This design comes from an exercise in tuning for small area and a short achievable clock period on the open sky130 flow, not from production work.
In this exercise RTL edits were held to simulation tests only and were not proved equivalent to the original.
The flow treats the clock pin as an ideal source. Dropping or thinning the clock tree relies on that and would not hold on a real chip.
Power and IR drop assume default switching activity.

Design cnn_top_with_pool, start of the top module:
module cnn_top_with_pool #
(
    parameter DATA_W = 8,
    parameter FRAC   = 4,
    parameter IMG_W  = 32
)
(
    input  wire                     clk,
    input  wire                     rst,
    input  wire                     in_valid,
    input  wire signed [DATA_W-1:0] pixel_in,
    output reg                      out_valid,
    output reg signed [DATA_W-1:0]  out_data
);
Size: ~940 cells after synthesis, about 610 flip-flops, ~20000 sq um of cells after synthesis.
Settings: LEC_CHECK=0, ABC_CLOCK_PERIOD_IN_PS=1600, CAP_MARGIN=20, CORE_MARGIN=2, CORE_UTILIZATION=60, SETUP_SLACK_MARGIN=2.45, SLEW_MARGIN=20, SYNTH_HIERARCHICAL=1; clock period 4.0 ns.
standard.sh (not shown) runs the stock make flow with config.mk's settings and CLKGATE_MAP_FILE= SYNTH_SCRIPT=/design/flow/synth_recipe.tcl, a recipe that flattens the netlist after the stock synthesis.
==> flow/flow/run.sh <==
#!/bin/bash
# The standard layout (standard.sh), with two changes:
#  - synthesis leaves the adders to ABC instead of mapping them onto the
#    library's half- and full-adder cells (ADDER_MAP_FILE empty);
#  - clock tree synthesis adds no dummy loads, and flow/cts_hook.tcl then
#    drives TritonCTS's leaf buffers straight from four roots on the clock port,
#    removing the H-tree buffers in between, and makes roots and leaves
#    inverters.
# make's output goes to standard_make.log; each ORFS step logs under orfs/logs.
set -euo pipefail
here=$(pwd)
bash standard.sh ADDER_MAP_FILE= \
  "CTS_ARGS=-sink_clustering_enable -repair_clock_nets -dont_use_dummy_load -sink_clustering_size 20 -sink_clustering_max_diameter 50" \
  "PRE_CTS_TCL=$here/flow/cts_hook.tcl" \
  finish > standard_make.log 2>&1
==> flow/flow/cts_hook.tcl <==
# Run before ORFS's clock tree synthesis. Wraps clock_tree_synthesis so that,
# once TritonCTS has built its tree, the intermediate H-tree buffers are
# removed: the leaves are driven straight from four roots on the clock port,
# each placed at the centre of the leaves it drives (the leaves split into
# two halves by x, each half into two by y). Roots and leaves become
# inverters (clkinv_16 and clkinv_8), two in series on every path, so each
# flip-flop still sees the clock's rising edge.
set ::my_cts_roots 4
set ::my_cts_inv 1
set ::my_cts_inv_root sky130_fd_sc_hd__clkinv_16
set ::my_cts_inv_leaf sky130_fd_sc_hd__clkinv_8

rename clock_tree_synthesis my_tritoncts
proc clock_tree_synthesis { args } {
  my_tritoncts {*}$args
  my_flatten_clock_tree
}

proc my_flatten_clock_tree { } {
  set block [ord::get_db_block]
  set db [ord::get_db]
  set port_net [$block findNet clk]
  set master [$db findMaster sky130_fd_sc_hd__clkbuf_16]

  # clock buffers: instances whose master name has clkbuf and whose A pin is on a clock net
  set bufs {}
  foreach inst [$block getInsts] {
    set m [[$inst getMaster] getName]
    if { [string match "sky130_fd_sc_hd__clkbuf_*" $m] } {
      set a [$inst findITerm A]
      set x [$inst findITerm X]
      if { $a eq "NULL" || $x eq "NULL" } { continue }
      set an [$a getNet]
      set xn [$x getNet]
      if { $an eq "NULL" || $xn eq "NULL" } { continue }
      if { [$an getSigType] ne "CLOCK" && $an ne $port_net } { continue }
      lappend bufs $inst
    }
  }
  # leaves: buffers whose output drives anything that is not a clock buffer
  set leaves {}
  set inner {}
  foreach inst $bufs {
    set xn [[$inst findITerm X] getNet]
    set leaf 0
    foreach it [$xn getITerms] {
      if { [$it isOutputSignal] } { continue }
      set li [$it getInst]
      if { [lsearch -exact $bufs $li] < 0 } { set leaf 1; break }
    }
    if { $leaf } { lappend leaves $inst } else { lappend inner $inst }
  }
  puts "my_flatten_clock_tree: [llength $bufs] clock buffers, [llength $leaves] leaves, [llength $inner] inner"
  if { [llength $leaves] < 2 } { return }
  # a leaf buffer must not also drive other clock buffers
  foreach inst $leaves {
    foreach it [[[$inst findITerm X] getNet] getITerms] {
      if { [$it isOutputSignal] } { continue }
      if { [lsearch -exact $bufs [$it getInst]] >= 0 } {
        puts "my_flatten_clock_tree: leaf [$inst getName] drives a clock buffer, tree left as built"
        return
      }
    }
  }
  # nothing but the inner buffers may sit on the port net
  foreach it [$port_net getITerms] {
    if { [lsearch -exact $inner [$it getInst]] < 0 } {
      puts "my_flatten_clock_tree: port net drives [[$it getInst] getName], tree left as built"
      return
    }
  }
  # remove the inner buffers and their nets
  foreach inst $inner {
    set xn [[$inst findITerm X] getNet]
    foreach it [$xn getITerms] { $it disconnect }
    [$inst findITerm A] disconnect
    odb::dbInst_destroy $inst
    if { $xn ne $port_net } { odb::dbNet_destroy $xn }
  }
  # group the leaves into my_cts_roots groups of equal size: split by x
  # into two halves, then each half by y
  set pts {}
  foreach inst $leaves {
    set loc [$inst getLocation]
    lappend pts [list [lindex $loc 0] [lindex $loc 1] $inst]
  }
  set pts [lsort -integer -index 0 $pts]
  set n [llength $pts]
  set half [expr { $n / 2 }]
  set groups {}
  foreach part [list [lrange $pts 0 [expr { $half - 1 }]] [lrange $pts $half end]] {
    set part [lsort -integer -index 1 $part]
    set m [llength $part]
    set per [expr { $::my_cts_roots / 2 }]
    for { set g 0 } { $g < $per } { incr g } {
      lappend groups [lrange $part [expr { $g * $m / $per }] [expr { ($g + 1) * $m / $per - 1 }]]
    }
  }
  set k [llength $groups]
  set rmaster $master
  set rout X
  if { $::my_cts_inv } {
    # two levels of inverters in place of two levels of buffers
    set rmaster [$db findMaster $::my_cts_inv_root]
    set rout Y
    set imaster [$db findMaster $::my_cts_inv_leaf]
    set newpts {}
    foreach p $pts {
      set inst [lindex $p 2]
      set an [[$inst findITerm A] getNet]
      set xn [[$inst findITerm X] getNet]
      set nm [$inst getName]
      [$inst findITerm A] disconnect
      [$inst findITerm X] disconnect
      odb::dbInst_destroy $inst
      set ni [odb::dbInst_create $block $imaster $nm]
      if { $an ne "NULL" } { [$ni findITerm A] connect $an }
      [$ni findITerm Y] connect $xn
      $ni setLocation [lindex $p 0] [lindex $p 1]
      $ni setPlacementStatus PLACED
      lappend newpts [list [lindex $p 0] [lindex $p 1] $ni]
    }
    set map {}
    foreach p $pts q $newpts { dict set map [lindex $p 2] [lindex $q 2] }
    set ng {}
    foreach grp $groups {
      set l {}
      foreach p $grp { lappend l [list [lindex $p 0] [lindex $p 1] [dict get $map [lindex $p 2]]] }
      lappend ng $l
    }
    set groups $ng
  }
  set g 0
  foreach grp $groups {
    set sx 0; set sy 0
    foreach p $grp { incr sx [lindex $p 0]; incr sy [lindex $p 1] }
    set cx [expr { $sx / [llength $grp] }]
    set cy [expr { $sy / [llength $grp] }]
    set rb [odb::dbInst_create $block $rmaster "clkbuf_root_${g}_clk"]
    set rn [odb::dbNet_create $block "clknet_root_${g}_clk"]
    $rn setSigType CLOCK
    [$rb findITerm A] connect $port_net
    [$rb findITerm $rout] connect $rn
    $rb setLocation $cx $cy
    $rb setPlacementStatus PLACED
    foreach p $grp { [[lindex $p 2] findITerm A] connect $rn }
    incr g
  }
  puts "my_flatten_clock_tree: [llength $leaves] leaves now driven by $k root buffers"
}
Rerun with:
--- a/flow/flow/run.sh
+++ b/flow/flow/run.sh
@@ -12,3 +12,3 @@
 bash standard.sh ADDER_MAP_FILE= \
-  "CTS_ARGS=-sink_clustering_enable -repair_clock_nets -dont_use_dummy_load -sink_clustering_size 20 -sink_clustering_max_diameter 50" \
+  "CTS_ARGS=-sink_clustering_enable -repair_clock_nets -dont_use_dummy_load -sink_clustering_size 30 -sink_clustering_max_diameter 60" \
   "PRE_CTS_TCL=$here/flow/cts_hook.tcl" \
Result: Sequential power hardly moves. Fmax rises by 0.45%. Worst hold slack stays flat. Design area goes down by 0.40%. Die area does not change. Core utilization went down by 0.26 points. Worst setup slack is better by 6.9 ps. Total power shrinks by 1.8%. Synthesized area does not change. First-iteration DRC count is lower by 16%.
Rerun with:
--- a/flow/flow/run.sh
+++ b/flow/flow/run.sh
@@ -5,5 +5,4 @@
 #  - clock tree synthesis adds no dummy loads, and flow/cts_hook.tcl then
-#    drives TritonCTS's leaf buffers straight from four roots on the clock port,
-#    removing the H-tree buffers in between, and makes roots and leaves
-#    inverters.
+#    drives TritonCTS's leaf buffers straight from four root buffers on the
+#    clock port, removing the H-tree buffers in between.
 # make's output goes to standard_make.log; each ORFS step logs under orfs/logs.
--- a/flow/flow/cts_hook.tcl
+++ b/flow/flow/cts_hook.tcl
@@ -2,11 +2,5 @@
 # once TritonCTS has built its tree, the intermediate H-tree buffers are
-# removed: the leaves are driven straight from four roots on the clock port,
-# each placed at the centre of the leaves it drives (the leaves split into
-# two halves by x, each half into two by y). Roots and leaves become
-# inverters (clkinv_16 and clkinv_8), two in series on every path, so each
-# flip-flop still sees the clock's rising edge.
+# removed: the leaf buffers are driven straight from a few root buffers on the
+# clock port, each placed at the centre of the leaf buffers it drives.
 set ::my_cts_roots 4
-set ::my_cts_inv 1
-set ::my_cts_inv_root sky130_fd_sc_hd__clkinv_16
-set ::my_cts_inv_leaf sky130_fd_sc_hd__clkinv_8
 
@@ -99,35 +93,2 @@
   set k [llength $groups]
-  set rmaster $master
-  set rout X
-  if { $::my_cts_inv } {
-    # two levels of inverters in place of two levels of buffers
-    set rmaster [$db findMaster $::my_cts_inv_root]
-    set rout Y
-    set imaster [$db findMaster $::my_cts_inv_leaf]
-    set newpts {}
-    foreach p $pts {
-      set inst [lindex $p 2]
-      set an [[$inst findITerm A] getNet]
-      set xn [[$inst findITerm X] getNet]
-      set nm [$inst getName]
-      [$inst findITerm A] disconnect
-      [$inst findITerm X] disconnect
-      odb::dbInst_destroy $inst
-      set ni [odb::dbInst_create $block $imaster $nm]
-      if { $an ne "NULL" } { [$ni findITerm A] connect $an }
-      [$ni findITerm Y] connect $xn
-      $ni setLocation [lindex $p 0] [lindex $p 1]
-      $ni setPlacementStatus PLACED
-      lappend newpts [list [lindex $p 0] [lindex $p 1] $ni]
-    }
-    set map {}
-    foreach p $pts q $newpts { dict set map [lindex $p 2] [lindex $q 2] }
-    set ng {}
-    foreach grp $groups {
-      set l {}
-      foreach p $grp { lappend l [list [lindex $p 0] [lindex $p 1] [dict get $map [lindex $p 2]]] }
-      lappend ng $l
-    }
-    set groups $ng
-  }
   set g 0
@@ -138,3 +99,3 @@
     set cy [expr { $sy / [llength $grp] }]
-    set rb [odb::dbInst_create $block $rmaster "clkbuf_root_${g}_clk"]
+    set rb [odb::dbInst_create $block $master "clkbuf_root_${g}_clk"]
     set rn [odb::dbNet_create $block "clknet_root_${g}_clk"]
@@ -142,3 +103,3 @@
     [$rb findITerm A] connect $port_net
-    [$rb findITerm $rout] connect $rn
+    [$rb findITerm X] connect $rn
     $rb setLocation $cx $cy
Routed wire length barely changes.
Flip-flop and latch count stays the same.
Clock skew drops by 5.2 ps.
Rerun with:
--- a/flow/flow/run.sh
+++ b/flow/flow/run.sh
@@ -5,3 +5,3 @@
 #  - clock tree synthesis adds no dummy loads, and flow/cts_hook.tcl then
-#    drives TritonCTS's leaf buffers straight from four root buffers on the
+#    drives TritonCTS's leaf buffers straight from three root buffers on the
 #    clock port, removing the H-tree buffers in between.
--- a/flow/flow/cts_hook.tcl
+++ b/flow/flow/cts_hook.tcl
@@ -4,3 +4,3 @@
 # clock port, each placed at the centre of the leaf buffers it drives.
-set ::my_cts_roots 4
+set ::my_cts_roots 3
 
@@ -73,4 +73,3 @@
   }
-  # group the leaves into my_cts_roots groups of equal size: split by x
-  # into two halves, then each half by y
+  # group the leaves by x into my_cts_roots groups of equal size
   set pts {}
@@ -82,15 +81,7 @@
   set n [llength $pts]
-  set half [expr { $n / 2 }]
-  set groups {}
-  foreach part [list [lrange $pts 0 [expr { $half - 1 }]] [lrange $pts $half end]] {
-    set part [lsort -integer -index 1 $part]
-    set m [llength $part]
-    set per [expr { $::my_cts_roots / 2 }]
-    for { set g 0 } { $g < $per } { incr g } {
-      lappend groups [lrange $part [expr { $g * $m / $per }] [expr { ($g + 1) * $m / $per - 1 }]]
-    }
-  }
-  set k [llength $groups]
-  set g 0
-  foreach grp $groups {
+  set k $::my_cts_roots
+  for { set g 0 } { $g < $k } { incr g } {
+    set lo [expr { $g * $n / $k }]
+    set hi [expr { ($g + 1) * $n / $k }]
+    set grp [lrange $pts $lo [expr { $hi - 1 }]]
     set sx 0; set sy 0
@@ -107,3 +98,2 @@
     foreach p $grp { [[lindex $p 2] findITerm A] connect $rn }
-    incr g
   }
What happened: The new run produced a clean layout. Routed wire length hardly moves. Final area barely changes. Cell count barely changes.
In the first and second runs of this note the design's own scripts or RTL, not TritonCTS, make the clock network.

## port drivers added, routing unchanged
How much do the figures lean on ideal ports? The routed layouts below were timed once more, with nothing changed but the port constraints.
Step 1: set_driving_cell puts a clkbuf_16 on clk and a buf_2 on each other input, an assumption about the parent block.
Step 2 moves the port delays by t, midway between the first and last clock arrival at a register: inputs arrive t later, outputs are due t later. That takes back most of the time a late clock gives input paths.
Slacks: ideal ports / drivers / drivers and shift; pairs: ideal ports / drivers.
run | t (ns) | slack for setup (ns) | hold slack, ns | clock arrival spread, ns | worst data-port slew with drivers (ns)
the first run | 0.474 | 2.465 / 2.264 / 2.238 | 0.394 / 0.393 / 0.393 | 0.043 / 0.044 | 0.04
the second run | 0.460 | 2.472 / 2.289 / 2.228 | 0.393 / 0.392 / 0.392 | 0.047 / 0.050 | 0.04
the third run | 0.455 | 2.414 / 2.309 / 2.235 | 0.395 / 0.395 / 0.395 | 0.040 / 0.040 | 0.04
the fourth run | 0.470 | 2.365 / 2.287 / 2.117 | 0.389 / 0.389 / 0.389 | 0.051 / 0.050 | 0.04
After both steps setup and hold are still met in every run listed. For the fourth run, which loses most, drivers alone change the setup slack by -0.078 ns; drivers and shift together by -0.248 ns.
